This design comes from an exercise in tuning for small area and a short achievable clock period on the open sky130 flow, not from production work.
Only simulation tests tie the RTL to the original design; equivalence was not proved.

[design.v]
module prng (
    input logic [31:0] seed,
    output logic [31:0] rand_num,
    input logic clk,
    input logic rst
);
    logic [31:0] state;
    wire [30:0] x = state[30:0];
    wire [30:0] xn = ~state[30:0];
    wire [30:0] nxt;
    wire s0; wire c0;
    assign s0 = 1'b1 ^ x[2] ^ xn[0];
    assign c0 = (1'b1 & x[2]) | (1'b1 & xn[0]) | (x[2] & xn[0]);
    wire s1; wire c1;
    assign s1 = 1'b1 ^ x[3] ^ xn[1];
    assign c1 = (1'b1 & x[3]) | (1'b1 & xn[1]) | (x[3] & xn[1]);
    wire s2; wire c2;
    fa u2 (.a(x[4]), .b(xn[2]), .c(xn[0]), .s(s2), .co(c2));
    wire s3; wire c3;
    fa u3 (.a(x[5]), .b(xn[3]), .c(xn[1]), .s(s3), .co(c3));
    wire s4; wire c4;
    assign s4 = 1'b0 ^ x[4] ^ x[2];
    assign c4 = (1'b0 & x[4]) | (1'b0 & x[2]) | (x[4] & x[2]);
    wire s5; wire c5;
    fa u5 (.a(x[6]), .b(c3), .c(~s4), .s(s5), .co(c5));
    wire s6; wire c6;
    fa u6 (.a(x[7]), .b(xn[5]), .c(xn[3]), .s(s6), .co(c6));
    wire s7; wire c7;
    fa u7 (.a(x[0]), .b(~c4), .c(s6), .s(s7), .co(c7));
    wire s8; wire c8;
    fa u8 (.a(x[8]), .b(xn[6]), .c(xn[4]), .s(s8), .co(c8));
    wire s9; wire c9;
    fa u9 (.a(x[1]), .b(c6), .c(s8), .s(s9), .co(c9));
    wire s10; wire c10;
    assign s10 = 1'b1 ^ x[9] ^ x[2];
    assign c10 = (1'b1 & x[9]) | (1'b1 & x[2]) | (x[9] & x[2]);
    wire s11; wire c11;
    fa u11 (.a(xn[7]), .b(xn[5]), .c(xn[0]), .s(s11), .co(c11));
    wire s12; wire c12;
    fa u12 (.a(c8), .b(s10), .c(s11), .s(s12), .co(c12));
    wire s13; wire c13;
    fa u13 (.a(xn[8]), .b(xn[6]), .c(xn[1]), .s(s13), .co(c13));
    wire s14; wire c14;
    fa u14 (.a(x[10]), .b(x[3]), .c(c10), .s(s14), .co(c14));
    wire s15; wire c15;
    fa u15 (.a(c11), .b(s13), .c(c12), .s(s15), .co(c15));
    wire s16; wire c16;
    fa u16 (.a(xn[9]), .b(xn[7]), .c(xn[2]), .s(s16), .co(c16));
    wire s17; wire c17;
    fa u17 (.a(x[11]), .b(x[4]), .c(c13), .s(s17), .co(c17));
    wire s18; wire c18;
    fa u18 (.a(s16), .b(c14), .c(s17), .s(s18), .co(c18));
    wire s19; wire c19;
    assign s19 = 1'b1 ^ x[12] ^ x[5];
    assign c19 = (1'b1 & x[12]) | (1'b1 & x[5]) | (x[12] & x[5]);
    wire s20; wire c20;
    fa u20 (.a(xn[10]), .b(xn[8]), .c(xn[3]), .s(s20), .co(c20));
    wire s21; wire c21;
    fa u21 (.a(x[0]), .b(c16), .c(s19), .s(s21), .co(c21));
    wire s22; wire c22;
    fa u22 (.a(s20), .b(c17), .c(s21), .s(s22), .co(c22));
    wire s23; wire c23;
    assign s23 = 1'b1 ^ x[13] ^ x[6];
    assign c23 = (1'b1 & x[13]) | (1'b1 & x[6]) | (x[13] & x[6]);
    wire s24; wire c24;
    fa u24 (.a(xn[11]), .b(xn[9]), .c(xn[4]), .s(s24), .co(c24));
    wire s25; wire c25;
    fa u25 (.a(x[1]), .b(c19), .c(c20), .s(s25), .co(c25));
    wire s26; wire c26;
    fa u26 (.a(s23), .b(s24), .c(c21), .s(s26), .co(c26));
    wire s27; wire c27;
    fa u27 (.a(s25), .b(c22), .c(s26), .s(s27), .co(c27));
    wire s28; wire c28;
    fa u28 (.a(x[14]), .b(x[7]), .c(x[2]), .s(s28), .co(c28));
    wire s29; wire c29;
    fa u29 (.a(xn[12]), .b(xn[10]), .c(xn[5]), .s(s29), .co(c29));
    wire s30; wire c30;
    fa u30 (.a(x[0]), .b(c23), .c(c24), .s(s30), .co(c30));
    wire s31; wire c31;
    fa u31 (.a(s28), .b(s29), .c(c25), .s(s31), .co(c31));
    wire s32; wire c32;
    fa u32 (.a(s30), .b(c26), .c(s31), .s(s32), .co(c32));
    wire s33; wire c33;
    fa u33 (.a(x[15]), .b(x[8]), .c(x[3]), .s(s33), .co(c33));
    wire s34; wire c34;
    fa u34 (.a(xn[13]), .b(xn[11]), .c(xn[6]), .s(s34), .co(c34));
    wire s35; wire c35;
    fa u35 (.a(x[1]), .b(c28), .c(c29), .s(s35), .co(c35));
    wire s36; wire c36;
    fa u36 (.a(s33), .b(s34), .c(c30), .s(s36), .co(c36));
    wire s37; wire c37;
    fa u37 (.a(s35), .b(c31), .c(s36), .s(s37), .co(c37));
    wire s38; wire c38;
    fa u38 (.a(x[16]), .b(x[9]), .c(x[4]), .s(s38), .co(c38));
    wire s39; wire c39;
    fa u39 (.a(xn[14]), .b(xn[12]), .c(xn[7]), .s(s39), .co(c39));
    wire s40; wire c40;
    fa u40 (.a(x[2]), .b(c33), .c(c34), .s(s40), .co(c40));
    wire s41; wire c41;
    fa u41 (.a(s38), .b(s39), .c(c35), .s(s41), .co(c41));
    wire s42; wire c42;
    fa u42 (.a(s40), .b(c36), .c(s41), .s(s42), .co(c42));
    wire s43; wire c43;
    assign s43 = 1'b1 ^ x[17] ^ x[10];
    assign c43 = (1'b1 & x[17]) | (1'b1 & x[10]) | (x[17] & x[10]);
    wire s44; wire c44;
    fa u44 (.a(xn[15]), .b(xn[13]), .c(xn[8]), .s(s44), .co(c44));
    wire s45; wire c45;
    fa u45 (.a(x[5]), .b(x[3]), .c(xn[0]), .s(s45), .co(c45));
    wire s46; wire c46;
    fa u46 (.a(c38), .b(c39), .c(s43), .s(s46), .co(c46));
    wire s47; wire c47;
    fa u47 (.a(s44), .b(s45), .c(c40), .s(s47), .co(c47));
    wire s48; wire c48;
    fa u48 (.a(s46), .b(c41), .c(s47), .s(s48), .co(c48));
    wire s49; wire c49;
    fa u49 (.a(x[18]), .b(x[11]), .c(x[6]), .s(s49), .co(c49));
    wire s50; wire c50;
    fa u50 (.a(xn[16]), .b(xn[14]), .c(xn[9]), .s(s50), .co(c50));
    wire s51; wire c51;
    fa u51 (.a(x[4]), .b(c43), .c(c44), .s(s51), .co(c51));
    wire s52; wire c52;
    fa u52 (.a(xn[1]), .b(c45), .c(s49), .s(s52), .co(c52));
    wire s53; wire c53;
    fa u53 (.a(s50), .b(c46), .c(s51), .s(s53), .co(c53));
    wire s54; wire c54;
    fa u54 (.a(s52), .b(c47), .c(s53), .s(s54), .co(c54));
    wire s55; wire c55;
    fa u55 (.a(x[19]), .b(x[12]), .c(x[7]), .s(s55), .co(c55));
    wire s56; wire c56;
    fa u56 (.a(xn[17]), .b(xn[15]), .c(xn[10]), .s(s56), .co(c56));
    wire s57; wire c57;
    fa u57 (.a(x[5]), .b(xn[2]), .c(x[0]), .s(s57), .co(c57));
    wire s58; wire c58;
    fa u58 (.a(c49), .b(c50), .c(s55), .s(s58), .co(c58));
    wire s59; wire c59;
    fa u59 (.a(s56), .b(s57), .c(c51), .s(s59), .co(c59));
    wire s60; wire c60;
    fa u60 (.a(c52), .b(s58), .c(c53), .s(s60), .co(c60));
    wire s61; wire c61;
    fa u61 (.a(s59), .b(c54), .c(s60), .s(s61), .co(c61));
    wire s62; wire c62;
    fa u62 (.a(x[20]), .b(x[13]), .c(x[8]), .s(s62), .co(c62));
    wire s63; wire c63;
    fa u63 (.a(xn[18]), .b(xn[16]), .c(xn[11]), .s(s63), .co(c63));
    wire s64; wire c64;
    fa u64 (.a(x[6]), .b(xn[3]), .c(x[1]), .s(s64), .co(c64));
    wire s65; wire c65;
    fa u65 (.a(c55), .b(c56), .c(c57), .s(s65), .co(c65));
    wire s66; wire c66;
    fa u66 (.a(s62), .b(s63), .c(s64), .s(s66), .co(c66));
    wire s67; wire c67;
    fa u67 (.a(c58), .b(s65), .c(s66), .s(s67), .co(c67));
    wire s68; wire c68;
    fa u68 (.a(c59), .b(s67), .c(c60), .s(s68), .co(c68));
    wire s69; wire c69;
    fa u69 (.a(x[21]), .b(x[14]), .c(x[9]), .s(s69), .co(c69));
    wire s70; wire c70;
    fa u70 (.a(xn[19]), .b(xn[17]), .c(xn[12]), .s(s70), .co(c70));
    wire s71; wire c71;
    fa u71 (.a(x[7]), .b(xn[4]), .c(x[2]), .s(s71), .co(c71));
    wire s72; wire c72;
    fa u72 (.a(c62), .b(c63), .c(c64), .s(s72), .co(c72));
    wire s73; wire c73;
    fa u73 (.a(s69), .b(s70), .c(s71), .s(s73), .co(c73));
    wire s74; wire c74;
    fa u74 (.a(c65), .b(c66), .c(s72), .s(s74), .co(c74));
    wire s75; wire c75;
    fa u75 (.a(s73), .b(c67), .c(s74), .s(s75), .co(c75));
    wire s76; wire c76;
    assign s76 = 1'b1 ^ x[22] ^ x[15];
    assign c76 = (1'b1 & x[22]) | (1'b1 & x[15]) | (x[22] & x[15]);
    wire s77; wire c77;
    fa u77 (.a(xn[20]), .b(xn[18]), .c(xn[13]), .s(s77), .co(c77));
    wire s78; wire c78;
    fa u78 (.a(x[10]), .b(x[8]), .c(x[3]), .s(s78), .co(c78));
    wire s79; wire c79;
    fa u79 (.a(xn[5]), .b(xn[0]), .c(c69), .s(s79), .co(c79));
    wire s80; wire c80;
    fa u80 (.a(c70), .b(c71), .c(s76), .s(s80), .co(c80));
    wire s81; wire c81;
    fa u81 (.a(s77), .b(s78), .c(c72), .s(s81), .co(c81));
    wire s82; wire c82;
    fa u82 (.a(c73), .b(s79), .c(s80), .s(s82), .co(c82));
    wire s83; wire c83;
    fa u83 (.a(c74), .b(s81), .c(s82), .s(s83), .co(c83));
    wire s84; wire c84;
    fa u84 (.a(x[23]), .b(x[16]), .c(x[11]), .s(s84), .co(c84));
    wire s85; wire c85;
    fa u85 (.a(xn[21]), .b(xn[19]), .c(xn[14]), .s(s85), .co(c85));
    wire s86; wire c86;
    fa u86 (.a(x[9]), .b(xn[6]), .c(x[4]), .s(s86), .co(c86));
    wire s87; wire c87;
    fa u87 (.a(xn[1]), .b(c76), .c(c77), .s(s87), .co(c87));
    wire s88; wire c88;
    fa u88 (.a(c78), .b(s84), .c(s85), .s(s88), .co(c88));
    wire s89; wire c89;
    fa u89 (.a(s86), .b(c79), .c(c80), .s(s89), .co(c89));
    wire s90; wire c90;
    fa u90 (.a(s87), .b(s88), .c(c81), .s(s90), .co(c90));
    wire s91; wire c91;
    fa u91 (.a(c82), .b(s89), .c(s90), .s(s91), .co(c91));
    wire s92; wire c92;
    fa u92 (.a(x[24]), .b(x[17]), .c(x[12]), .s(s92), .co(c92));
    wire s93; wire c93;
    fa u93 (.a(xn[22]), .b(xn[20]), .c(xn[15]), .s(s93), .co(c93));
    wire s94; wire c94;
    fa u94 (.a(x[10]), .b(xn[7]), .c(x[5]), .s(s94), .co(c94));
    wire s95; wire c95;
    fa u95 (.a(xn[2]), .b(c84), .c(c85), .s(s95), .co(c95));
    wire s96; wire c96;
    fa u96 (.a(c86), .b(s92), .c(s93), .s(s96), .co(c96));
    wire s97; wire c97;
    fa u97 (.a(s94), .b(c87), .c(c88), .s(s97), .co(c97));
    wire s98; wire c98;
    fa u98 (.a(s95), .b(s96), .c(c89), .s(s98), .co(c98));
    wire s99; wire c99;
    fa u99 (.a(s97), .b(c90), .c(s98), .s(s99), .co(c99));
    wire s100; wire c100;
    fa u100 (.a(x[25]), .b(x[18]), .c(x[13]), .s(s100), .co(c100));
    wire s101; wire c101;
    fa u101 (.a(xn[23]), .b(xn[21]), .c(xn[16]), .s(s101), .co(c101));
    wire s102; wire c102;
    fa u102 (.a(x[11]), .b(x[6]), .c(x[0]), .s(s102), .co(c102));
    wire s103; wire c103;
    fa u103 (.a(xn[8]), .b(xn[3]), .c(c92), .s(s103), .co(c103));
    wire s104; wire c104;
    fa u104 (.a(c93), .b(c94), .c(s100), .s(s104), .co(c104));
    wire s105; wire c105;
    fa u105 (.a(s101), .b(s102), .c(c95), .s(s105), .co(c105));
    wire s106; wire c106;
    fa u106 (.a(c96), .b(s103), .c(s104), .s(s106), .co(c106));
    wire s107; wire c107;
    fa u107 (.a(c97), .b(s105), .c(s106), .s(s107), .co(c107));
    wire s108; wire c108;
    fa u108 (.a(c98), .b(s107), .c(c99), .s(s108), .co(c108));
    wire s109; wire c109;
    fa u109 (.a(x[26]), .b(x[19]), .c(x[14]), .s(s109), .co(c109));
    wire s110; wire c110;
    fa u110 (.a(xn[24]), .b(xn[22]), .c(xn[17]), .s(s110), .co(c110));
    wire s111; wire c111;
    fa u111 (.a(x[12]), .b(x[7]), .c(x[1]), .s(s111), .co(c111));
    wire s112; wire c112;
    fa u112 (.a(xn[9]), .b(xn[4]), .c(c100), .s(s112), .co(c112));
    wire s113; wire c113;
    fa u113 (.a(c101), .b(c102), .c(s109), .s(s113), .co(c113));
    wire s114; wire c114;
    fa u114 (.a(s110), .b(s111), .c(c103), .s(s114), .co(c114));
    wire s115; wire c115;
    fa u115 (.a(c104), .b(s112), .c(s113), .s(s115), .co(c115));
    wire s116; wire c116;
    fa u116 (.a(c105), .b(s114), .c(c106), .s(s116), .co(c116));
    wire s117; wire c117;
    fa u117 (.a(s115), .b(c107), .c(s116), .s(s117), .co(c117));
    wire s118; wire c118;
    fa u118 (.a(x[27]), .b(x[20]), .c(x[15]), .s(s118), .co(c118));
    wire s119; wire c119;
    fa u119 (.a(xn[25]), .b(xn[23]), .c(xn[18]), .s(s119), .co(c119));
    wire s120; wire c120;
    fa u120 (.a(x[13]), .b(x[8]), .c(x[2]), .s(s120), .co(c120));
    wire s121; wire c121;
    fa u121 (.a(xn[10]), .b(xn[5]), .c(c109), .s(s121), .co(c121));
    wire s122; wire c122;
    fa u122 (.a(c110), .b(c111), .c(s118), .s(s122), .co(c122));
    wire s123; wire c123;
    fa u123 (.a(s119), .b(s120), .c(c112), .s(s123), .co(c123));
    wire s124; wire c124;
    fa u124 (.a(c113), .b(s121), .c(s122), .s(s124), .co(c124));
    wire s125; wire c125;
    fa u125 (.a(c114), .b(s123), .c(c115), .s(s125), .co(c125));
    wire s126; wire c126;
    fa u126 (.a(s124), .b(c116), .c(s125), .s(s126), .co(c126));
    wire s127; wire c127;
    fa u127 (.a(x[28]), .b(x[21]), .c(x[16]), .s(s127), .co(c127));
    wire s128; wire c128;
    fa u128 (.a(xn[26]), .b(xn[24]), .c(xn[19]), .s(s128), .co(c128));
    wire s129; wire c129;
    fa u129 (.a(x[14]), .b(x[9]), .c(x[3]), .s(s129), .co(c129));
    wire s130; wire c130;
    fa u130 (.a(xn[11]), .b(xn[6]), .c(c118), .s(s130), .co(c130));
    wire s131; wire c131;
    fa u131 (.a(c119), .b(c120), .c(s127), .s(s131), .co(c131));
    wire s132; wire c132;
    fa u132 (.a(s128), .b(s129), .c(c121), .s(s132), .co(c132));
    wire s133; wire c133;
    fa u133 (.a(c122), .b(s130), .c(s131), .s(s133), .co(c133));
    wire s134; wire c134;
    fa u134 (.a(c123), .b(s132), .c(c124), .s(s134), .co(c134));
    wire s135; wire c135;
    fa u135 (.a(s133), .b(c125), .c(s134), .s(s135), .co(c135));
    wire s136; wire c136;
    fa u136 (.a(x[29]), .b(x[22]), .c(x[17]), .s(s136), .co(c136));
    wire s137; wire c137;
    fa u137 (.a(xn[27]), .b(xn[25]), .c(xn[20]), .s(s137), .co(c137));
    wire s138; wire c138;
    fa u138 (.a(x[15]), .b(x[10]), .c(x[4]), .s(s138), .co(c138));
    wire s139; wire c139;
    fa u139 (.a(xn[12]), .b(xn[7]), .c(c127), .s(s139), .co(c139));
    wire s140; wire c140;
    fa u140 (.a(c128), .b(c129), .c(s136), .s(s140), .co(c140));
    wire s141; wire c141;
    fa u141 (.a(s137), .b(s138), .c(c130), .s(s141), .co(c141));
    wire s142; wire c142;
    fa u142 (.a(c131), .b(s139), .c(s140), .s(s142), .co(c142));
    wire s143; wire c143;
    fa u143 (.a(c132), .b(s141), .c(c133), .s(s143), .co(c143));
    wire s144; wire c144;
    fa u144 (.a(s142), .b(c134), .c(s143), .s(s144), .co(c144));
    wire s145;
    assign s145 = x[30] ^ x[23] ^ x[18];
    wire s146;
    assign s146 = x[28] ^ x[26] ^ x[21];
    wire s147;
    assign s147 = x[16] ^ x[11] ^ x[5];
    wire s148;
    assign s148 = xn[13] ^ xn[8] ^ x[0];
    wire s149;
    assign s149 = c136 ^ c137 ^ c138;
    wire s150;
    assign s150 = s145 ^ ~s146 ^ s147;
    wire s151;
    assign s151 = s148 ^ c139 ^ c140;
    wire s152;
    assign s152 = s149 ^ s150 ^ c141;
    wire s153;
    assign s153 = c142 ^ s151 ^ s152;
    wire s154;
    assign s154 = c143 ^ s153 ^ c144;
    wire [30:0] ra, rb;
    assign ra[0] = x[0];
    assign rb[0] = 1'b1;
    assign ra[1] = x[1];
    assign rb[1] = 1'b0;
    assign ra[2] = s0;
    assign rb[2] = 1'b0;
    assign ra[3] = c0;
    assign rb[3] = s1;
    assign ra[4] = c1;
    assign rb[4] = s2;
    assign ra[5] = c2;
    assign rb[5] = s3;
    assign ra[6] = s5;
    assign rb[6] = 1'b0;
    assign ra[7] = c5;
    assign rb[7] = s7;
    assign ra[8] = c7;
    assign rb[8] = s9;
    assign ra[9] = c9;
    assign rb[9] = s12;
    assign ra[10] = s14;
    assign rb[10] = s15;
    assign ra[11] = c15;
    assign rb[11] = s18;
    assign ra[12] = c18;
    assign rb[12] = s22;
    assign ra[13] = s27;
    assign rb[13] = 1'b0;
    assign ra[14] = c27;
    assign rb[14] = s32;
    assign ra[15] = c32;
    assign rb[15] = s37;
    assign ra[16] = c37;
    assign rb[16] = s42;
    assign ra[17] = c42;
    assign rb[17] = s48;
    assign ra[18] = c48;
    assign rb[18] = s54;
    assign ra[19] = s61;
    assign rb[19] = 1'b0;
    assign ra[20] = c61;
    assign rb[20] = s68;
    assign ra[21] = c68;
    assign rb[21] = s75;
    assign ra[22] = c75;
    assign rb[22] = s83;
    assign ra[23] = c83;
    assign rb[23] = s91;
    assign ra[24] = c91;
    assign rb[24] = s99;
    assign ra[25] = s108;
    assign rb[25] = 1'b0;
    assign ra[26] = c108;
    assign rb[26] = s117;
    assign ra[27] = c117;
    assign rb[27] = s126;
    assign ra[28] = c126;
    assign rb[28] = s135;
    assign ra[29] = c135;
    assign rb[29] = s144;
    assign ra[30] = s154;
    assign rb[30] = 1'b0;
    wire [30:0] g0 = ra & rb;
    wire [30:0] p0 = ra ^ rb;
    wire gg1 = g0[1] | (p0[1] & g0[0]);
    wire gg2 = g0[2] | (p0[2] & gg1);
    wire gg3 = g0[3] | (p0[3] & g0[2]);
    wire pp3 = p0[3] & p0[2];
    wire gg4 = gg3 | (pp3 & gg1);
    wire gg5 = g0[4] | (p0[4] & g0[3]);
    wire pp5 = p0[4] & p0[3];
    wire gg6 = gg5 | (pp5 & gg2);
    wire gg7 = g0[5] | (p0[5] & g0[4]);
    wire pp7 = p0[5] & p0[4];
    wire gg8 = gg7 | (pp7 & g0[3]);
    wire pp8 = pp7 & p0[3];
    wire gg9 = gg8 | (pp8 & gg2);
    wire gg10 = g0[6] | (p0[6] & gg9);
    wire gg11 = g0[7] | (p0[7] & g0[6]);
    wire pp11 = p0[7] & p0[6];
    wire gg12 = gg11 | (pp11 & gg9);
    wire gg13 = g0[8] | (p0[8] & g0[7]);
    wire pp13 = p0[8] & p0[7];
    wire gg14 = gg13 | (pp13 & gg10);
    wire gg15 = g0[9] | (p0[9] & g0[8]);
    wire pp15 = p0[9] & p0[8];
    wire gg16 = gg15 | (pp15 & gg11);
    wire pp16 = pp15 & pp11;
    wire gg17 = gg16 | (pp16 & gg9);
    wire gg18 = g0[10] | (p0[10] & gg15);
    wire pp18 = p0[10] & pp15;
    wire gg19 = gg18 | (pp18 & gg12);
    wire gg20 = g0[11] | (p0[11] & g0[10]);
    wire pp20 = p0[11] & p0[10];
    wire gg21 = gg20 | (pp20 & gg17);
    wire gg22 = g0[12] | (p0[12] & gg20);
    wire pp22 = p0[12] & pp20;
    wire gg23 = gg22 | (pp22 & gg17);
    wire gg24 = g0[13] | (p0[13] & gg23);
    wire gg25 = g0[14] | (p0[14] & g0[13]);
    wire pp25 = p0[14] & p0[13];
    wire gg26 = gg25 | (pp25 & gg23);
    wire gg27 = g0[15] | (p0[15] & g0[14]);
    wire pp27 = p0[15] & p0[14];
    wire gg28 = gg27 | (pp27 & g0[13]);
    wire pp28 = pp27 & p0[13];
    wire gg29 = gg28 | (pp28 & gg23);
    wire gg30 = g0[16] | (p0[16] & g0[15]);
    wire pp30 = p0[16] & p0[15];
    wire gg31 = gg30 | (pp30 & g0[14]);
    wire pp31 = pp30 & p0[14];
    wire gg32 = gg31 | (pp31 & gg24);
    wire gg33 = g0[17] | (p0[17] & g0[16]);
    wire pp33 = p0[17] & p0[16];
    wire gg34 = gg33 | (pp33 & gg27);
    wire pp34 = pp33 & pp27;
    wire gg35 = gg34 | (pp34 & gg24);
    wire gg36 = g0[18] | (p0[18] & g0[17]);
    wire pp36 = p0[18] & p0[17];
    wire gg37 = gg36 | (pp36 & gg30);
    wire pp37 = pp36 & pp30;
    wire gg38 = gg37 | (pp37 & gg26);
    wire gg39 = g0[18] | (p0[18] & gg33);
    wire pp39 = p0[18] & pp33;
    wire gg40 = g0[19] | (p0[19] & gg39);
    wire pp40 = p0[19] & pp39;
    wire gg41 = gg40 | (pp40 & gg29);
    wire gg42 = g0[20] | (p0[20] & g0[19]);
    wire pp42 = p0[20] & p0[19];
    wire gg43 = gg42 | (pp42 & gg38);
    wire gg44 = g0[21] | (p0[21] & g0[20]);
    wire pp44 = p0[21] & p0[20];
    wire gg45 = gg44 | (pp44 & g0[19]);
    wire pp45 = pp44 & p0[19];
    wire gg46 = gg45 | (pp45 & gg38);
    wire gg47 = g0[22] | (p0[22] & g0[21]);
    wire pp47 = p0[22] & p0[21];
    wire gg48 = gg47 | (pp47 & gg42);
    wire pp48 = pp47 & pp42;
    wire gg49 = gg48 | (pp48 & gg38);
    wire gg50 = g0[23] | (p0[23] & g0[22]);
    wire pp50 = p0[23] & p0[22];
    wire gg51 = gg50 | (pp50 & gg44);
    wire pp51 = pp50 & pp44;
    wire gg52 = gg51 | (pp51 & gg41);
    wire gg53 = g0[24] | (p0[24] & g0[23]);
    wire pp53 = p0[24] & p0[23];
    wire gg54 = gg53 | (pp53 & gg47);
    wire pp54 = pp53 & pp47;
    wire gg55 = gg54 | (pp54 & gg43);
    wire gg56 = g0[24] | (p0[24] & gg50);
    wire pp56 = p0[24] & pp50;
    wire gg57 = g0[25] | (p0[25] & gg56);
    wire pp57 = p0[25] & pp56;
    wire gg58 = gg57 | (pp57 & gg46);
    wire gg59 = g0[26] | (p0[26] & g0[25]);
    wire pp59 = p0[26] & p0[25];
    wire gg60 = gg59 | (pp59 & gg55);
    wire gg61 = g0[27] | (p0[27] & g0[26]);
    wire pp61 = p0[27] & p0[26];
    wire gg62 = gg61 | (pp61 & g0[25]);
    wire pp62 = pp61 & p0[25];
    wire gg63 = gg62 | (pp62 & gg55);
    wire gg64 = g0[28] | (p0[28] & g0[27]);
    wire pp64 = p0[28] & p0[27];
    wire gg65 = gg64 | (pp64 & g0[26]);
    wire pp65 = pp64 & p0[26];
    wire gg66 = gg65 | (pp65 & g0[25]);
    wire pp66 = pp65 & p0[25];
    wire gg67 = gg66 | (pp66 & gg55);
    wire gg68 = g0[29] | (p0[29] & g0[28]);
    wire pp68 = p0[29] & p0[28];
    wire gg69 = gg68 | (pp68 & g0[27]);
    wire pp69 = pp68 & p0[27];
    wire gg70 = gg69 | (pp69 & gg59);
    wire pp70 = pp69 & pp59;
    wire gg71 = gg70 | (pp70 & gg55);
    wire gg72 = g0[30] | (p0[30] & gg69);
    wire pp72 = p0[30] & pp69;
    wire gg73 = gg72 | (pp72 & gg60);
    assign nxt[0] = p0[0];
    assign nxt[1] = p0[1] ^ g0[0];
    assign nxt[2] = p0[2] ^ gg1;
    assign nxt[3] = p0[3] ^ gg2;
    assign nxt[4] = p0[4] ^ gg4;
    assign nxt[5] = p0[5] ^ gg6;
    assign nxt[6] = p0[6] ^ gg9;
    assign nxt[7] = p0[7] ^ gg10;
    assign nxt[8] = p0[8] ^ gg12;
    assign nxt[9] = p0[9] ^ gg14;
    assign nxt[10] = p0[10] ^ gg17;
    assign nxt[11] = p0[11] ^ gg19;
    assign nxt[12] = p0[12] ^ gg21;
    assign nxt[13] = p0[13] ^ gg23;
    assign nxt[14] = p0[14] ^ gg24;
    assign nxt[15] = p0[15] ^ gg26;
    assign nxt[16] = p0[16] ^ gg29;
    assign nxt[17] = p0[17] ^ gg32;
    assign nxt[18] = p0[18] ^ gg35;
    assign nxt[19] = p0[19] ^ gg38;
    assign nxt[20] = p0[20] ^ gg41;
    assign nxt[21] = p0[21] ^ gg43;
    assign nxt[22] = p0[22] ^ gg46;
    assign nxt[23] = p0[23] ^ gg49;
    assign nxt[24] = p0[24] ^ gg52;
    assign nxt[25] = p0[25] ^ gg55;
    assign nxt[26] = p0[26] ^ gg58;
    assign nxt[27] = p0[27] ^ gg60;
    assign nxt[28] = p0[28] ^ gg63;
    assign nxt[29] = p0[29] ^ gg67;
    assign nxt[30] = p0[30] ^ gg71;
    always_ff @(posedge clk) begin
        if (rst) begin
            state <= seed;
        end else begin
            state <= {1'b0, nxt};
        end
        rand_num <= state;
    end
endmodule
module fa (
    input  logic a,
    input  logic b,
    input  logic c,
    output logic s,
    output logic co
);
    assign s = a ^ b ^ c;
    assign co = (a & b) | (a & c) | (b & c);
endmodule
[flow/run.sh]
#!/bin/bash
# Standard layout, but with the smallest buffer on each port.
cp standard.sh standard_copy.txt
export BUFFER_PORTS_ARGS="-buffer_cell sky130_fd_sc_hd__buf_1"
bash standard.sh > standard.log 2>&1
[standard.sh]
#!/bin/bash
# synth_recipe.tcl (not shown) runs the flow's synth.tcl, then flattens the netlist and writes it again
# the make line also repeats each setting of config.mk as NAME=value (left out here)
make -C /OpenROAD-flow-scripts/flow DESIGN_CONFIG=/design/flow/config.mk WORK_HOME=/design/flow/orfs CLKGATE_MAP_FILE= SYNTH_SCRIPT=/design/flow/synth_recipe.tcl "${@:-finish}"
[config.mk]
export PLATFORM = sky130hd
export DESIGN_NAME = prng
export DESIGN_NICKNAME = prng
export VERILOG_FILES = /design/flow/design.v
export SDC_FILE = /design/flow/constraint.sdc
export NUM_CORES = 4
export LEC_CHECK = 0
export CAP_MARGIN = 20
export CORE_MARGIN = 2
export CORE_UTILIZATION = 60
export SETUP_SLACK_MARGIN = 3.0
export SLEW_MARGIN = 20
export SYNTH_HIERARCHICAL = 1
[constraint.sdc]
create_clock -name core_clock -period 7.0 [get_ports {clk}]
set_input_delay 1.4000 -clock core_clock [delete_from_list [all_inputs] [get_ports {clk}]]
set_output_delay 1.4000 -clock core_clock [all_outputs]
set_load 0.01 [all_outputs]
==> impl_metrics.yaml, run 1 <==
finish:
  design_area_um2: 7337
  syn2layout_area_growth_pct: 24.90
  drive_above_1_share_pct: 31.03
  fillCellCount: 654
  finalNetCount: 796
  antenna_cells: 0
  fin_util_pct: 76.12
logic_synthesis:
  synthDistinctLibCells: 45
  syn_nets: 672
  yosys_warnings: 7
  synth_top_area_cell: "fa_1"
  async_reset_ff_share_pct: 0
  yosysSeqAreaShare_pct: 21.81
  synth.most_common_cell: "fa_1"
  ys_top_cells_by_count: "137 x fa_1, 64 x dfxtp_1, 48 x inv_1"
  syn_area_um2: 5874
  synth_flop_cell: "dfxtp_1"
  synth_edf_count: 0
  ys_ff_latch: 64
  synth_area_leaders: "fa_1 47%, dfxtp_1 22%, ha_1 7.5%"
  netlist.area_leader.share_pct: 46.69
  syn_inst: 466
  synth.avg_cell_area_um2: 12.61
placed_design:
  placed_area_um2: 6302
  gp_congestion: 0.9604
  place_hpwl_um: 11770
  io_buffers: 65
global_routing:
  grt_use_total_pct: 32.95
  antenna_found_initial: 0
  grt_first_pass_wirelength_um: 23940
  grt_max_degree: 62
  grt_pass1_vias: 4202
  grt_overflow: 0
sta:
  final-hold-violation-count: 0
  fin_skew_ns: 0.007627
  fin_crit_ns: 4.240
  rsz0062_at_grt: "yes"
  max-slew-margin-rel_pct: 63.27
  slew_violations: 0
  finalSetupTns_ns: 0
  fmax_mhz: 235.8
  fin_crit_sh_pct: 60.57
  worstMarginPinSlew_ns: 0.5509
  setup_viol: 0
worst_setup_path:
  worst-path-buf-inv: 4
  slowest_stage: "fa_1"
  slowest_delay_ns: 0.54
  cp.required_ns: 7.26
  worst_setup_path_start_kind: "register"
  end_kind: "register"
  criticalPathCategory: "reg -> reg"
  critPathArrivalTime_ns: 4.50
  critPathTopFamily: "adder cells"
  path_cells: "clkinvlp_4, ha_4, inv_1, fa_2, fa_1, fa_2, ha_4, nand2_2, nor3_2, o211ai_1, buf_4, a211oi_2, buf_4, o2111ai_1, nor3b_1, o31ai_1"
  critPathMaxFanout: 5
die:
  fp-row-count: 36
  core_um2: 9639
  die_h_um: 102.9
  start_util_pct: 60.94
  die_w_um: 102.9
  die-area_um2: 10600
  pin_count: 66
routing:
  wl_per_cell_um: 21.68
  ant_nets: 0
  drt_pass1_iterations: 6
  drc: 0
  viasPerCell: 5.590
  vias: 4058
  drt_wl_total_um: 15740
  drt_iter0_drc: 191
cts:
  htree_levels: 3
  clk_latency_ns: 0.36
  clock_path_buffers: 2
  path_clk_slew_ns: 0.07
  clkSinkCount: 64
  numCtsBuffers: 9
  root_buffer: "clkbuf_8"
  cts_tree: "done"
outcome:
  status: "finished clean"
job:
  max-cap-violations: 0
min_path:
  hold_path_class: "reg -> reg"
[metal layers]
metal	track usage [%]	vias up	share of wire, %
li1	-	1790	-
met1	45.22	2014	41
met2	49.15	209	46
met3	11.19	43	9.5
met4	12.15	2	3.4
met5	2.404	-	0.20
[kinds of logic after synthesis]
family	after synthesis	synth area share (%)
compound gates	81	9.329
xor+xnor	33	5.474
fa+ha+maj	172	54.14
buf+inv	55	3.578
flops	64	21.81
mux	4	0.7667
simple gates	57	4.899
[modules after synthesis, one instance, submodules excluded]
module  flops+latches  cells inside
fa                  0             1
prng               64           329
[sequential cells by signal, summed over array words and instances (netlist names)]
register	count
rand_num	32
state	32
[final cells by class]
type	count	area, um2	area share [%]
inverters	48	210.2	2.865
flip-flops and latches	64	1371	18.69
multi-input cells	347	4731	64.48
clock inverters	1	5.005	0.06821
repair buffers	120	694.4	9.465
well taps	133	166.4	2.268
clock buffers	13	158.9	2.166
[cells in the final DEF, fill, tap and decap left out, types with 14 or more instances in the layout]
master and n:
ha_1 20, dfxtp_4 23, xnor2_1 24, inv_1 29, o21ai_0 15, buf_1 64, nand2_1 28, fa_1 110
fa_2 27, ha_4 14, dfxtp_1 38, buf_4 50
[final timing paths]
kind,end,depth (start not counted),startpoint,slack [ns]
setup / recovery,state[28],16,state[10],2.76
hold / removal,rand_num[31],0,state[31],0.35
setup reg to reg,state[28],16,state[10],2.76
hold reg to reg,rand_num[31],0,state[31],0.35
[what timing repair did]
item,CTS,global route
setup buffers,45,9
hold buffers,0,0
pin swaps,22,15
setup endpoints to repair,16,13
resized for setup,91,18
[per-stage QoR]
step / worst slack [ns] / instances / hold WS [ns]
after CTS: 2.792 / 717 / 0.3540
after global placement: 2.307 / 658 / 0.3155
after global routing: 2.610 / 726 / 0.3673
after floorplan: 2.972 / 466 / 0.3096
final: 2.760 / 726 / 0.3478
after detailed placement: 2.299 / 658 / 0.3480
==> run 2, diff against run 1 <==
--- a/config.mk
+++ b/config.mk
@@ -8,6 +8,6 @@
 export CAP_MARGIN = 20
 export CORE_MARGIN = 2
 export CORE_UTILIZATION = 60
-export SETUP_SLACK_MARGIN = 3.0
+export SETUP_SLACK_MARGIN = 2.0
 export SLEW_MARGIN = 20
 export SYNTH_HIERARCHICAL = 1
==> impl_metrics.yaml, run 2 <==
cts:
  post_cts_resized: 1
  cts_hold_buf: 0
  path_clk_slew_ns: 0.07
  htree_levels: 3
  numCtsBuffers: 9
  clock_path_buffers: 2
  post_cts_buffers: 0
  root_buffer: "clkbuf_8"
  clk_latency_ns: 0.36
  cts_tree: "done"
  clkSinkCount: 64
sta:
  final-hold-violation-count: 0
  fin_crit_sh_pct: 67.68
  setup_viol: 0
  fin_skew_ns: 0.006270
  rsz0062_at_grt: "no"
  max-slew-margin-rel_pct: 31.54
  worstMarginPinSlew_ns: 1.027
  finalSetupTns_ns: 0
  fin_crit_ns: 4.737
  slew_violations: 0
  fmax_mhz: 211.1
die:
  die-area_um2: 10600
  pin_count: 66
  die_h_um: 102.9
  start_util_pct: 60.94
  core_um2: 9639
  fp-row-count: 36
  die_w_um: 102.9
min_path:
  hold_path_class: "reg -> reg"
  min_to: "rand_num[31]"
  whs_path_depth: 0
  hold_start: "state[31]"
global_routing:
  grt_use_total_pct: 29.95
  grt_overflow: 0
  grt_max_degree: 62
  grt_first_pass_wirelength_um: 22160
  antenna_found_initial: 0
  grt_pass1_vias: 3889
finish:
  final_cell_mix: "137 x fa_1, 64 x buf_1, 49 x dfxtp_1, 48 x inv_1, 35 x ha_1"
  drive_above_1_share_pct: 7.778
  reg.largest.list: "rand_num (32), state (32)"
  mostFrequentLayoutCell: "fa_1"
  antenna_cells: 0
  finalNetCount: 741
  fillCellCount: 750
  fin_util_pct: 67.51
  syn2layout_area_growth_pct: 10.78
routing:
  wl_per_cell_um: 20.49
  vias: 3745
  ant_nets: 0
  drt_pass1_iterations: 4
  drt_wl_total_um: 13790
  viasPerCell: 5.565
  drt_iter0_drc: 203
  drc: 0
logic_synthesis:
  syn_nets: 672
  syn_inst: 466
  synth.most_common_cell: "fa_1"
  synthDistinctLibCells: 45
  yosys_warnings: 7
  synth_area_leaders: "fa_1 47%, dfxtp_1 22%, ha_1 7.5%"
  netlist.area_leader.share_pct: 46.69
  synth.avg_cell_area_um2: 12.61
  synth_flop_cell: "dfxtp_1"
  synth_top_area_cell: "fa_1"
  yosysSeqAreaShare_pct: 21.81
  async_reset_ff_share_pct: 0
  synth_edf_count: 0
  ys_top_cells_by_count: "137 x fa_1, 64 x dfxtp_1, 48 x inv_1"
  ys_ff_latch: 64
  syn_area_um2: 5874
outcome:
  status: "finished clean"
placed_design:
  io_buffers: 65
  gp_congestion: 0.9658
  place_hpwl_um: 11390
job:
  max-cap-violations: 0
worst_setup_path:
  r2r-end: "state[18]"
  end_kind: "register"
  critPathMaxFanout: 11
  criticalPathCategory: "reg -> reg"
  cp.required_ns: 7.21
  critPathArrivalTime_ns: 4.94
  worst_setup_path_start_kind: "register"
  rrSetupSlack_ns: 2.26
  r2r-start: "state[0]"
  r2r_cells: 17
run 2: cell counts after synthesis:
Identical to the previous run, type by type.
run 2: per-stage QoR:
stage / setup WS, ns / cell area, um2 / cells / hold slack (ns)
global placement: 1.968 / 6256 / 657 / 0.3174
finish: 2.263 / 6507 / 673 / 0.3322
CTS: 2.074 / 6490 / 673 / 0.3343
global route: 2.013 / 6507 / 673 / 0.3384
floorplan: 2.716 / 5874 / 466 / 0.3096
detailed placement: 1.939 / 6256 / 657 / 0.3181
run 2: layout make-up:
type	instances	area, um2	share of cell area [%]
multi-input cells	347	4383	67.35
flip-flops and latches	64	1300	19.98
repair buffers	65	245.2	3.769
inverters	48	180.2	2.769
clock buffers	14	172.7	2.653
well taps	133	166.4	2.557
clock inverters	2	60.06	0.9229
run 2: cells by family after synthesis:
family	after synthesis	share of synthesized area, %
buffers and inverters	55	3.578
adder cells (fa/ha/maj)	172	54.14
XOR/XNOR	33	5.474
AND/OR/NAND/NOR	57	4.899
AO/OA/AOI/OAI	81	9.329
multiplexers	4	0.7667
flip-flops	64	21.81
run 2: worst max path at each step:
| stage | cells past startpoint | start | end |
|---|---|---|---|
| after detailed placement | 17 | state[0] | state[18] |
| after global routing | 13 | state[14] | state[23] |
| final | 17 | state[0] | state[18] |
| after floorplan | 13 | state[11] | state[30] |
| after CTS | 13 | state[5] | state[23] |
| after global placement | 17 | state[0] | state[18] |
run 2: critical path, stage by stage, from the launching register on:
cell       delay [ns]
dfxtp_2          0.63
inv_1            0.30
fa_1             0.51
fa_1             0.40
fa_1             0.46
ha_1             0.34
nand3_1          0.15
nor2b_1          0.07
a2bb2oi_2        0.36
nand2_1          0.12
ha_1             0.23
a21o_1           0.18
a21o_1           0.16
a21oi_1          0.21
nor2b_1          0.08
nor2_1           0.12
xor2_1           0.17
o21ai_0          0.08
run 2: modules after synthesis (local to each module, per instance):
module	copies in the design	cell area (um2)	cells inside	flip-flops and latches
prng	1	3132	329	64
fa	137	20.02	1	0
run 2: layer usage:
metal | up-vias | GRT usage (%) | part of all wire, %
met1 | 1834 | 43.63 | 43
li1 | 1670 | - | -
met2 | 196 | 42.41 | 44
met5 | - | 0 | 0
met3 | 45 | 8.746 | 9.7
met4 | 0 | 12.55 | 3.7
==> run 3, diff against run 2 <==
--- a/config.mk
+++ b/config.mk
@@ -8,6 +8,7 @@
 export CAP_MARGIN = 20
 export CORE_MARGIN = 2
 export CORE_UTILIZATION = 60
-export SETUP_SLACK_MARGIN = 2.0
+export PLACE_DENSITY = 0.8
+export SETUP_SLACK_MARGIN = 2.5
 export SLEW_MARGIN = 20
 export SYNTH_HIERARCHICAL = 1
==> impl_metrics.yaml, run 3 <==
die:
  fp-row-count: 36
  die_h_um: 102.9
  die_w_um: 102.9
  start_util_pct: 60.94
  pin_count: 66
  die-area_um2: 10600
  core_um2: 9639
finish:
  multi_input_area_um2: 4534
  mostFrequentLayoutCell: "fa_1"
  reg.largest.list: "rand_num (32), state (32)"
  syn2layout_area_growth_pct: 25.77
  fillCellCount: 607
  finalNetCount: 823
  design_area_um2: 7388
  final_cell_mix: "130 x fa_1, 82 x buf_4, 64 x buf_1, 39 x dfxtp_1, 30 x inv_1"
  fin_util_pct: 76.65
  antenna_cells: 0
  drive_above_1_share_pct: 28.46
  regArea_um2: 1360
routing:
  ant_nets: 0
  wl_per_cell_um: 23.27
  drt_wl_total_um: 17570
  drt_iter0_drc: 361
  viasPerCell: 5.840
  drt_pass1_iterations: 5
  vias: 4409
  drc: 0
worst_setup_path:
  r2r_cells: 16
  criticalPathCategory: "reg -> reg"
  cp.required_ns: 7.26
  r2r-end: "state[30]"
  rrSetupSlack_ns: 2.51
  crit_start: "state[7]"
  r2r-start: "state[7]"
  critPathMaxFanout: 6
  critPathArrivalTime_ns: 4.75
  worst_setup_path_start_kind: "register"
  end_kind: "register"
logic_synthesis:
  synth_flop_cell: "dfxtp_1"
  async_reset_ff_share_pct: 0
  synth.avg_cell_area_um2: 12.61
  synth_top_area_cell: "fa_1"
  yosysSeqAreaShare_pct: 21.81
  netlist.area_leader.share_pct: 46.69
  syn_inst: 466
  synthDistinctLibCells: 45
  synth.most_common_cell: "fa_1"
  synth_area_leaders: "fa_1 47%, dfxtp_1 22%, ha_1 7.5%"
  yosys_warnings: 7
  synth_edf_count: 0
  ys_top_cells_by_count: "137 x fa_1, 64 x dfxtp_1, 48 x inv_1"
  syn_nets: 672
  syn_area_um2: 5874
  ys_ff_latch: 64
sta:
  rsz0062_at_grt: "yes"
  fmax_mhz: 222.8
  worst_slack_ns: 2.511
  finalSetupTns_ns: 0
  fin_crit_sh_pct: 64.12
  max-slew-margin-rel_pct: 60.72
  fin_skew_ns: 0.01223
  slew_violations: 0
  fin_crit_ns: 4.489
  worstMarginPinSlew_ns: 0.5852
  setup_viol: 0
  final-hold-violation-count: 0
cts:
  htree_levels: 3
  cts_hold_buf: 0
  root_buffer: "clkbuf_8"
  clkSinkCount: 64
  clk_latency_ns: 0.37
  numCtsBuffers: 9
  path_clk_slew_ns: 0.09
  clock_path_buffers: 2
  cts_tree: "done"
placed_design:
  post-place-ws_ns: 1.888
  place_hpwl_um: 11750
  placed_area_um2: 6264
  gp_congestion: 0.9651
  io_buffers: 65
global_routing:
  grt_use_total_pct: 31.66
  grt_max_degree: 62
  grt_first_pass_wirelength_um: 23410
  grt_overflow: 0
  grt_pass1_vias: 4204
  antenna_found_initial: 0
min_path:
  whs_path_depth: 0
  hold_path_class: "reg -> reg"
  min_to: "rand_num[31]"
  hold_start: "state[31]"
outcome:
  status: "finished clean"
job:
  max-cap-violations: 0
run 3: area by class of cell:
cell class / instances / share of cell area [%]
sequential: 64 / 18.41
clock buffer: 9 / 1.677
multi-input combinational: 347 / 61.37
tap: 133 / 2.252
clock inverter: 7 / 1.389
timing repair buffer: 147 / 11.65
inverter: 48 / 3.251
run 3: cells by family after synthesis:
logic type	count (synthesis)	share of synthesized area [%]
flip-flops	64	21.81
AO/OA/AOI/OAI	81	9.329
adder cells (fa/ha/maj)	172	54.14
XOR/XNOR	33	5.474
AND/OR/NAND/NOR	57	4.899
buffers and inverters	55	3.578
multiplexers	4	0.7667
run 3: worst max-delay path, stage by stage, from the launching register on:
cell	delay, ns
dfxtp_4	0.40
clkinvlp_4	0.18
fa_1	0.54
fa_1	0.51
fa_1	0.46
fa_1	0.47
ha_1	0.38
a21oi_2	0.18
nor3_2	0.07
o211ai_1	0.17
buf_4	0.15
a211oi_2	0.03
buf_4	0.16
o211a_1	0.28
buf_4	0.15
nor3_2	0.19
nor3_2	0.06
run 3: worst max path at each step:
stage | to | slack [ns] | cells after the start
floorplan | state[30] | 2.72 | 13
global placement | state[18] | 1.92 | 17
detailed placement | state[18] | 1.89 | 17
CTS | state[18] | 2.51 | 17
global route | state[29] | 2.38 | 15
finish | state[30] | 2.51 | 16
run 3: per-module statistics from Yosys (local to each module, per instance):
| module | flip-flops and latches | area [um2] | cells inside | copies in the design |
|---|---|---|---|---|
| prng | 64 | 3132 | 329 | 1 |
| fa | 0 | 20.02 | 1 | 137 |
run 3: metal layers:
metal | up-vias | share of wire (%) | wire (um) | GRT usage, %
met1 | 2210 | 36 | 6401 | 44.40
met4 | 0 | 6.1 | 1068 | 13.06
met5 | - | 0 | 0 | 0
li1 | 1837 | - | - | -
met3 | 82 | 9.5 | 1669 | 8.678
met2 | 280 | 48 | 8432 | 47.20
run 3: per-stage QoR:
stage / hold slack, ns / cells
after CTS: 0.3396 / 695
after global routing: 0.3506 / 755
after floorplan: 0.3096 / 466
after global placement: 0.3113 / 658
final: 0.3367 / 755
after detailed placement: 0.3189 / 658
run 3: what timing repair did:
| item | CTS | global route |
|---|---|---|
| buffers inserted | 21 | 60 |
| pin swaps | 3 | 6 |
| hold endpoints to repair | 0 | 0 |
| endpoints found under the setup margin | 12 | 11 |
| gates resized for setup | 46 | 41 |
==> run 4, diff against run 3 <==
--- a/config.mk
+++ b/config.mk
@@ -7,8 +7,7 @@
 export LEC_CHECK = 0
 export CAP_MARGIN = 20
 export CORE_MARGIN = 2
-export CORE_UTILIZATION = 60
-export PLACE_DENSITY = 0.8
+export CORE_UTILIZATION = 70
 export SETUP_SLACK_MARGIN = 2.5
 export SLEW_MARGIN = 20
 export SYNTH_HIERARCHICAL = 1
==> impl_metrics.yaml, run 4 <==
routing:
  vias: 4677
  wl_per_cell_um: 26.54
  ant_nets: 0
  drt_wl_total_um: 18970
  drt_iter0_drc: 470
  drc: 0
  viasPerCell: 6.541
  drt_pass1_iterations: 5
finish:
  fin_util_pct: 89.07
  final_cell_mix: "132 x fa_1, 71 x buf_4, 64 x buf_1, 40 x dfxtp_1"
  syn2layout_area_growth_pct: 23.96
  drive_above_1_share_pct: 26.56
  mostFrequentLayoutCell: "fa_1"
  finalNetCount: 812
  reg.largest.list: "rand_num (32), state (32)"
  antenna_cells: 0
worst_setup_path:
  path_cells: "clkinvlp_4, ha_1, inv_1, fa_1, fa_1, ha_1, nand3_2, nor2b_1, a2bb2oi_4, nand2_1, ha_1, a21o_1, a21o_1, a21oi_2, nor2b_1, nor2_1, xor2_1, o21ai_0"
  end_kind: "register"
  critPathMaxFanout: 7
  slowest_delay_ns: 0.49
  criticalPathCategory: "reg -> reg"
  critPathTopFamily: "adder cells"
  worst_path_most_repeated_cell: "ha_1"
  cp.required_ns: 7.22
  worst_setup_path_start_kind: "register"
  worst-path-buf-inv: 2
  critPathArrivalTime_ns: 4.93
  rrSetupSlack_ns: 2.30
  slowest_stage: "dfxtp_4"
logic_synthesis:
  synth_edf_count: 0
  synthMuxAreaShare_pct: 0.7668
  async_reset_ff_share_pct: 0
  ys_ff_latch: 64
  syn_inst: 466
  yosysSeqAreaShare_pct: 21.81
  synth_compound_area_share_pct: 9.329
  syn_area_um2: 5874
  synth.most_common_cell: "fa_1"
  synthDistinctLibCells: 45
  synth_adder_area_share_pct: 54.14
  synth_flop_cell: "dfxtp_1"
  synth_area_leaders: "fa_1 47%, dfxtp_1 22%, ha_1 7.5%"
  synth.avg_cell_area_um2: 12.61
  netlist.area_leader.share_pct: 46.69
  yosys_warnings: 7
  synth_top_area_cell: "fa_1"
  syn_nets: 672
  synth_top_family_by_area: "adder cells"
  synthXorXnorAreaFrac_pct: 5.474
  synth-simple-area-share_pct: 4.899
  ys_top_cells_by_count: "137 x fa_1, 64 x dfxtp_1, 48 x inv_1"
sta:
  worstMarginPinSlew_ns: 0.5753
  fmax_mhz: 212.6
  setup_viol: 0
  fin_crit_ns: 4.704
  max-slew-margin-rel_pct: 61.39
  final-hold-violation-count: 0
  rsz0062_at_grt: "yes"
  worst_slack_ns: 2.296
  fin_crit_sh_pct: 67.19
  finalSetupTns_ns: 0
  slew_violations: 0
  fin_skew_ns: 0.01589
  holdWs_ns: 0.3299
die:
  pin_count: 66
  fp-row-count: 33
  start_util_pct: 71.85
  die_w_um: 95.61
  core_um2: 8175
  die-area_um2: 9140
  die_h_um: 95.61
min_path:
  hold_path_class: "reg -> reg"
placed_design:
  gp_congestion: 1.078
  place_hpwl_um: 11470
  io_buffers: 65
  post-place-ws_ns: 1.915
job:
  max-cap-violations: 0
cts:
  clock_path_buffers: 2
  cts_hold_buf: 0
  numCtsBuffers: 9
  path_clk_slew_ns: 0.08
  clkSinkCount: 64
  cts_tree: "done"
  htree_levels: 3
  clk_latency_ns: 0.37
  root_buffer: "clkbuf_8"
outcome:
  status: "finished clean"
global_routing:
  grt_max_degree: 62
  grt_use_total_pct: 37.81
  grt_pass1_vias: 4260
  grt_overflow: 0
  antenna_found_initial: 0
  grt_first_pass_wirelength_um: 23650
run 4: through the flow:
stage | cell area [um2] | cells
3_3_place_gp | 6228 | 630
2_1_floorplan | 5874 | 466
3_5_place_dp | 6228 | 630
4_1_cts | 6704 | 663
6_report | 7282 | 715
5_1_grt | 7282 | 715
run 4: path summary, 6_finish.rpt:
| kind | end | start | cells after the start |
|---|---|---|---|
| max | state[18] | state[5] | 18 |
| min | rand_num[31] | state[31] | 0 |
| max reg2reg | state[18] | state[5] | 18 |
| min reg2reg | rand_num[31] | state[31] | 0 |
run 4: cell families (layout without fill, tap and decap cells):
family / Yosys count / in the layout
xor+xnor: 33 / 33
buf+inv: 55 / 199
mux: 4 / 4
compound gates: 81 / 81
fa+ha+maj: 172 / 172
simple gates: 57 / 57
flops: 64 / 64
run 4: cell type report:
type	instances	area, um2
Timing Repair Buffer	136	778.2
Fill cell	339	893.4
Inverter	48	247.7
Clock inverter	3	65.06
Multi-Input combinational cell	347	4543
Clock buffer	12	155.1
Tap cell	105	131.4
Sequential cell	64	1361
run 4: per-module statistics from Yosys, one instance, submodules excluded:
module	flip-flops and latches	copies in the design	area [um2]	cells
fa	0	137	20.02	1
prng	64	1	3132	329
run 4: worst reg2reg max path, stage by stage, from the launching register on:
cell and delay, ns:
dfxtp_4 0.49, clkinvlp_4 0.22, ha_1 0.33, inv_1 0.14, fa_1 0.49, fa_1 0.48, ha_1 0.40, nand3_2 0.15
nor2b_1 0.10, a2bb2oi_4 0.21, nand2_1 0.11, ha_1 0.23, a21o_1 0.20, a21o_1 0.20, a21oi_2 0.21, nor2b_1 0.08
nor2_1 0.20, xor2_1 0.23, o21ai_0 0.10
run 4: what timing repair did:
action / CTS / global route
endpoints found under the setup margin: 12 / 9
pin swaps: 3 / 12
gates resized for setup: 52 / 35
setup buffers: 18 / 52
run 4: metal layers:
metal	routed length (um)	up-vias	GRT usage (%)
met5	0	-	0
met1	6191	2260	48.95
li1	-	1807	-
met4	1351	0	15.60
met3	2474	143	14.47
met2	8956	467	57.87
==> run 5, diff against run 4 <==
--- a/config.mk
+++ b/config.mk
@@ -7,7 +7,7 @@
 export LEC_CHECK = 0
 export CAP_MARGIN = 20
 export CORE_MARGIN = 2
-export CORE_UTILIZATION = 70
-export SETUP_SLACK_MARGIN = 2.5
+export CORE_UTILIZATION = 60
+export SETUP_SLACK_MARGIN = 1.5
 export SLEW_MARGIN = 20
 export SYNTH_HIERARCHICAL = 1
==> impl_metrics.yaml, run 5 <==
outcome:
  status: "finished clean"
logic_synthesis:
  synth_area_leaders: "fa_1 47%, dfxtp_1 22%, ha_1 7.5%"
  syn_area_um2: 5874
  synth_edf_count: 0
  ys_top_cells_by_count: "137 x fa_1, 64 x dfxtp_1, 48 x inv_1"
  synth_flop_cell: "dfxtp_1"
  async_reset_ff_share_pct: 0
  syn_nets: 672
  synth.avg_cell_area_um2: 12.61
  synth_top_area_cell: "fa_1"
  netlist.area_leader.share_pct: 46.69
  syn_inst: 466
  synthDistinctLibCells: 45
  yosysSeqAreaShare_pct: 21.81
  yosys_warnings: 7
  ys_ff_latch: 64
  synth.most_common_cell: "fa_1"
routing:
  ant_nets: 0
  drt_iter0_drc: 229
  drt_wl_total_um: 13710
  vias: 3742
  wl_per_cell_um: 20.37
  drt_pass1_iterations: 5
  drc: 0
  viasPerCell: 5.560
sta:
  slew_violations: 0
  fin_crit_ns: 5.114
  fin_skew_ns: 0.007833
  fmax_mhz: 195.6
  worstMarginPinSlew_ns: 0.9781
  final-hold-violation-count: 0
  worst_slack_ns: 1.886
  setup_viol: 0
  rsz0062_at_grt: "no"
  max-slew-margin-rel_pct: 34.79
  finalSetupTns_ns: 0
  fin_crit_sh_pct: 73.05
worst_setup_path:
  criticalPathCategory: "reg -> reg"
  end_kind: "register"
  worst_path_most_repeated_cell: "fa_1"
  cp.required_ns: 7.21
  slowest_stage: "dfxtp_1"
  critPathArrivalTime_ns: 5.32
  slowest_delay_ns: 0.90
  path_cells: "inv_1, fa_1, fa_1, fa_1, ha_1, nand3_1, nor2b_1, a2bb2oi_2, nand2_1, ha_1, a21o_1, a21o_1, a21oi_1, nor2b_1, nor2_1, xor2_1, o21ai_0"
  worst_setup_path_start_kind: "register"
  critPathMaxFanout: 11
cts:
  clk_latency_ns: 0.36
  numCtsBuffers: 9
  cts_tree: "done"
  post_cts_buffers: 0
  path_clk_slew_ns: 0.07
  clock_path_buffers: 2
  post_cts_resized: 0
  clkSinkCount: 64
  htree_levels: 3
  root_buffer: "clkbuf_8"
  cts_hold_buf: 0
die:
  fp-row-count: 36
  die-area_um2: 10600
  die_h_um: 102.9
  start_util_pct: 60.94
  core_um2: 9639
  die_w_um: 102.9
  pin_count: 66
finish:
  antenna_cells: 0
  reg.largest.list: "rand_num (32), state (32)"
  syn2layout_area_growth_pct: 10.46
  mostFrequentLayoutCell: "fa_1"
  final_cells: 673
  multi_input_area_um2: 4383
  regArea_um2: 1281
  drive_above_1_share_pct: 5.000
  final_cell_mix: "137 x fa_1, 64 x buf_1, 64 x dfxtp_1, 48 x inv_1, 35 x ha_1"
  fillCellCount: 755
  design_area_um2: 6489
  finalNetCount: 741
placed_design:
  dp_cells: 657
  placed_area_um2: 6256
  post-place-ws_ns: 1.939
  place_hpwl_um: 11390
  io_buffers: 65
  gp_congestion: 0.9658
global_routing:
  antenna_found_initial: 0
  grt_first_pass_wirelength_um: 22160
  grt_pass1_vias: 3889
  grt_overflow: 0
  grt_max_degree: 62
  grt_use_total_pct: 29.95
min_path:
  hold_path_class: "reg -> reg"
job:
  max-cap-violations: 0
run 5: cell type report:
class | count | area share, %
Multi-Input combinational cell | 347 | 67.55
Sequential cell | 64 | 19.75
Timing Repair Buffer | 65 | 3.779
Inverter | 48 | 2.777
Clock buffer | 14 | 2.661
Tap cell | 133 | 2.565
Clock inverter | 2 | 0.9256
run 5: path summary, 6_finish.rpt:
path                                 from            to  slack (ns)  cells past startpoint
worst max-delay path             state[0]     state[18]        1.89                     17
worst min-delay path            state[31]  rand_num[31]        0.33                      0
worst max register to register   state[0]     state[18]        1.89                     17
worst min register to register  state[31]  rand_num[31]        0.33                      0
run 5: layer usage:
layer	GRT usage (%)	wire length [um]	part of all wire, %	vias to the layer above
met1	43.63	5835	43	1854
met3	8.746	1346	9.8	33
met2	42.41	6091	44	185
met4	12.55	436	3.2	0
li1	-	-	-	1670
met5	0	0	0	-
run 5: modules after synthesis (local to each module, per instance):
module | cell area, um2 | copies in the design | cells inside
prng | 3132 | 1 | 329
fa | 20.02 | 137 | 1
run 5: stage by stage:
| step | hold slack (ns) | util [%] |
|---|---|---|
| 2_1_floorplan | 0.3096 | - |
| 3_3_place_gp | 0.3174 | 64.90 |
| 3_5_place_dp | 0.3181 | 64.90 |
| 4_1_cts | 0.3343 | 67.32 |
| 5_1_grt | 0.3384 | 67.32 |
| 6_report | 0.3323 | 67.32 |
run 5: cells by family (layout without fill, tap and decap cells):
kind of cell / count (synthesis) / in the layout / share of synthesized area (%)
flops: 64 / 64 / 21.81
simple gates: 57 / 57 / 4.899
buf+inv: 55 / 129 / 3.578
mux: 4 / 4 / 0.7667
fa+ha+maj: 172 / 172 / 54.14
compound gates: 81 / 81 / 9.329
xor+xnor: 33 / 33 / 5.474
run 5: critical path, delay by kind of cell (launching register included):
kind	cells	cell delay, ns
AO/OA/AOI/OAI	5	1.00
XOR/XNOR	1	0.18
adder cells (fa/ha/maj)	5	1.97
buffers and inverters	1	0.38
flip-flops	1	0.90
AND/OR/NAND/NOR	5	0.54
==> run 6, diff against run 5 <==
--- a/config.mk
+++ b/config.mk
@@ -8,6 +8,5 @@
 export CAP_MARGIN = 20
 export CORE_MARGIN = 2
 export CORE_UTILIZATION = 60
-export SETUP_SLACK_MARGIN = 1.5
 export SLEW_MARGIN = 20
 export SYNTH_HIERARCHICAL = 1
==> impl_metrics.yaml, run 6 <==
worst_setup_path:
  worst_setup_path_start_kind: "register"
  critPathArrivalTime_ns: 5.32
  criticalPathCategory: "reg -> reg"
  crit_start: "state[0]"
  slowest_stage: "dfxtp_1"
  r2r-end: "state[18]"
  cp-endpoint: "state[18]"
  r2r_cells: 17
  slowest_delay_ns: 0.90
  crit_cells: 17
  end_kind: "register"
  cp.required_ns: 7.21
  r2r-start: "state[0]"
  critPathMaxFanout: 11
  critPathTopFamily: "adder cells"
  worst-path-buf-inv: 1
  rrSetupSlack_ns: 1.89
  path_cells: "inv_1, fa_1, fa_1, fa_1, ha_1, nand3_1, nor2b_1, a2bb2oi_2, nand2_1, ha_1, a21o_1, a21o_1, a21oi_1, nor2b_1, nor2_1, xor2_1, o21ai_0"
  worst_path_most_repeated_cell: "fa_1"
routing:
  drc: 0
  vias: 3742
  viasPerCell: 5.560
  drt_wl_total_um: 13710
  drt_iter0_drc: 229
  wl_per_cell_um: 20.37
  drt_pass1_iterations: 5
  ant_nets: 0
sta:
  final-hold-violation-count: 0
  max-slew-margin-rel_pct: 34.79
  setup_viol: 0
  holdWs_ns: 0.3323
  rsz0062_at_grt: "no"
  finalSetupTns_ns: 0
  fin_crit_ns: 5.114
  fin_crit_sh_pct: 73.05
  slew_violations: 0
  fin_skew_ns: 0.007833
  worst_slack_ns: 1.886
  fmax_mhz: 195.6
  worstMarginPinSlew_ns: 0.9781
logic_synthesis:
  netlist.area_leader.share_pct: 46.69
  syn_nets: 672
  synthDistinctLibCells: 45
  synth.avg_cell_area_um2: 12.61
  synth_top_area_cell: "fa_1"
  syn_inst: 466
  yosys_warnings: 7
  synth_edf_count: 0
  ys_top_cells_by_count: "137 x fa_1, 64 x dfxtp_1, 48 x inv_1"
  async_reset_ff_share_pct: 0
  synth_flop_cell: "dfxtp_1"
  ys_ff_latch: 64
  syn_area_um2: 5874
  yosysSeqAreaShare_pct: 21.81
  synth.most_common_cell: "fa_1"
  synth_area_leaders: "fa_1 47%, dfxtp_1 22%, ha_1 7.5%"
finish:
  antenna_cells: 0
  mostFrequentLayoutCell: "fa_1"
  reg.largest.list: "rand_num (32), state (32)"
  drive_above_1_share_pct: 5.000
  fillCellCount: 755
  syn2layout_area_growth_pct: 10.46
  final_cell_mix: "137 x fa_1, 64 x buf_1, 64 x dfxtp_1, 48 x inv_1, 35 x ha_1"
  finalNetCount: 741
global_routing:
  grt_overflow: 0
  grt_pass1_vias: 3889
  grt_first_pass_wirelength_um: 22160
  grt_max_degree: 62
  grt_use_total_pct: 29.95
  antenna_found_initial: 0
placed_design:
  io_buffers: 65
  place_hpwl_um: 11390
  post-place-ws_ns: 1.939
  gp_congestion: 0.9658
cts:
  clk_latency_ns: 0.36
  post_cts_resized: 0
  numCtsBuffers: 9
  clock_path_buffers: 2
  cts_hold_buf: 0
  root_buffer: "clkbuf_8"
  clkSinkCount: 64
  cts_tree: "done"
  path_clk_slew_ns: 0.07
  post_cts_buffers: 0
  htree_levels: 3
die:
  die_h_um: 102.9
  die-area_um2: 10600
  start_util_pct: 60.94
  pin_count: 66
  core_um2: 9639
  fp-row-count: 36
  die_w_um: 102.9
outcome:
  status: "finished clean"
min_path:
  hold_path_class: "reg -> reg"
job:
  max-cap-violations: 0
run 6: cell counts in the layout (fill, tap and decap cells not counted):
Identical to the previous run, type by type.
run 6: metal layers:
| layer | vias to the layer above | track usage [%] | part of all wire, % |
|---|---|---|---|
| met5 | - | 0 | 0 |
| met4 | 0 | 12.55 | 3.2 |
| met1 | 1854 | 43.63 | 43 |
| met3 | 33 | 8.746 | 9.8 |
| met2 | 185 | 42.41 | 44 |
| li1 | 1670 | - | - |
run 6: metrics by stage:
stage / area, um2 / util [%] / instances
floorplan: 5874 / - / 466
global placement: 6256 / 64.90 / 657
detailed placement: 6256 / 64.90 / 657
CTS: 6489 / 67.32 / 673
global route: 6489 / 67.32 / 673
finish: 6489 / 67.32 / 673
run 6: how the worst min path moves through the flow:
stage               startpoint            to  slack (ns)  cells after the start
floorplan            state[31]  rand_num[31]        0.31                      0
global placement     state[31]  rand_num[31]        0.32                      0
detailed placement   state[31]  rand_num[31]        0.32                      0
CTS                  state[31]  rand_num[31]        0.33                      0
global route         state[31]  rand_num[31]        0.34                      0
finish               state[31]  rand_num[31]        0.33                      0
run 6: modules after synthesis, one instance, submodules excluded:
module  flip-flops and latches  cells  times used
fa                           0      1         137
prng                        64    329           1
run 6: area by class of cell:
cell class / count / area, um2 / area share (%)
Tap cell: 133 / 166.4 / 2.565
Sequential cell: 64 / 1281 / 19.75
Timing Repair Buffer: 65 / 245.2 / 3.779
Multi-Input combinational cell: 347 / 4383 / 67.55
Clock inverter: 2 / 60.06 / 0.9256
Inverter: 48 / 180.2 / 2.777
Clock buffer: 14 / 172.7 / 2.661
run 6: worst reg2reg max path, delay by kind of cell, from the launching register on:
family          cells  cell delay (ns)
flops               1             0.90
simple gates        5             0.55
fa+ha+maj           5             1.97
buf+inv             1             0.38
compound gates      5             1.00
xor+xnor            1             0.18
run 6: kinds of logic after synthesis:
kind of cell / share of synthesized area [%]
adders and majority gates: 54.14
AOI/OAI and AO/OA: 9.329
DFF: 21.81
and+or+nand+nor: 4.899
buffers and inverters: 3.578
xor gates and xnor gates: 5.474
muxes: 0.7667

[what the ideal ports hide]
How much do the figures lean on ideal ports? The routed layouts below were timed once more, with nothing changed but the port constraints.
Step 1 (the two cells are an assumption about what drives the block):
set clk [get_ports {clk}]
set_driving_cell -lib_cell sky130_fd_sc_hd__clkbuf_16 $clk
set_driving_cell -lib_cell sky130_fd_sc_hd__buf_2 [delete_from_list [all_inputs] $clk]
Step 2 also shifts input and output timing later by t, the mid clock arrival at the registers, as if the neighbouring blocks saw the same clock.
Slacks: ideal / step 1 / step 2; pairs: ideal / step 1.
| run | t, ns | slack for setup (ns) | worst setup path at the end | worst register clock-pin slew, ns |
|---|---|---|---|---|
| run 1 | 0.391 | 2.760 / 2.760 / 2.760 | register to register | 0.07 / 0.07 |
| run 2 | 0.391 | 2.263 / 2.263 / 2.263 | register to register | 0.07 / 0.07 |
| run 3 | 0.400 | 2.511 / 2.511 / 2.511 | register to register | 0.09 / 0.09 |
| run 4 | 0.395 | 2.296 / 2.296 / 2.296 | register to register | 0.08 / 0.08 |
| run 5 | 0.393 | 1.886 / 1.886 / 1.886 | register to register | 0.07 / 0.07 |
| run 6 | 0.393 | 1.886 / 1.886 / 1.886 | register to register | 0.07 / 0.07 |
After both steps setup and hold are still met in every run listed.
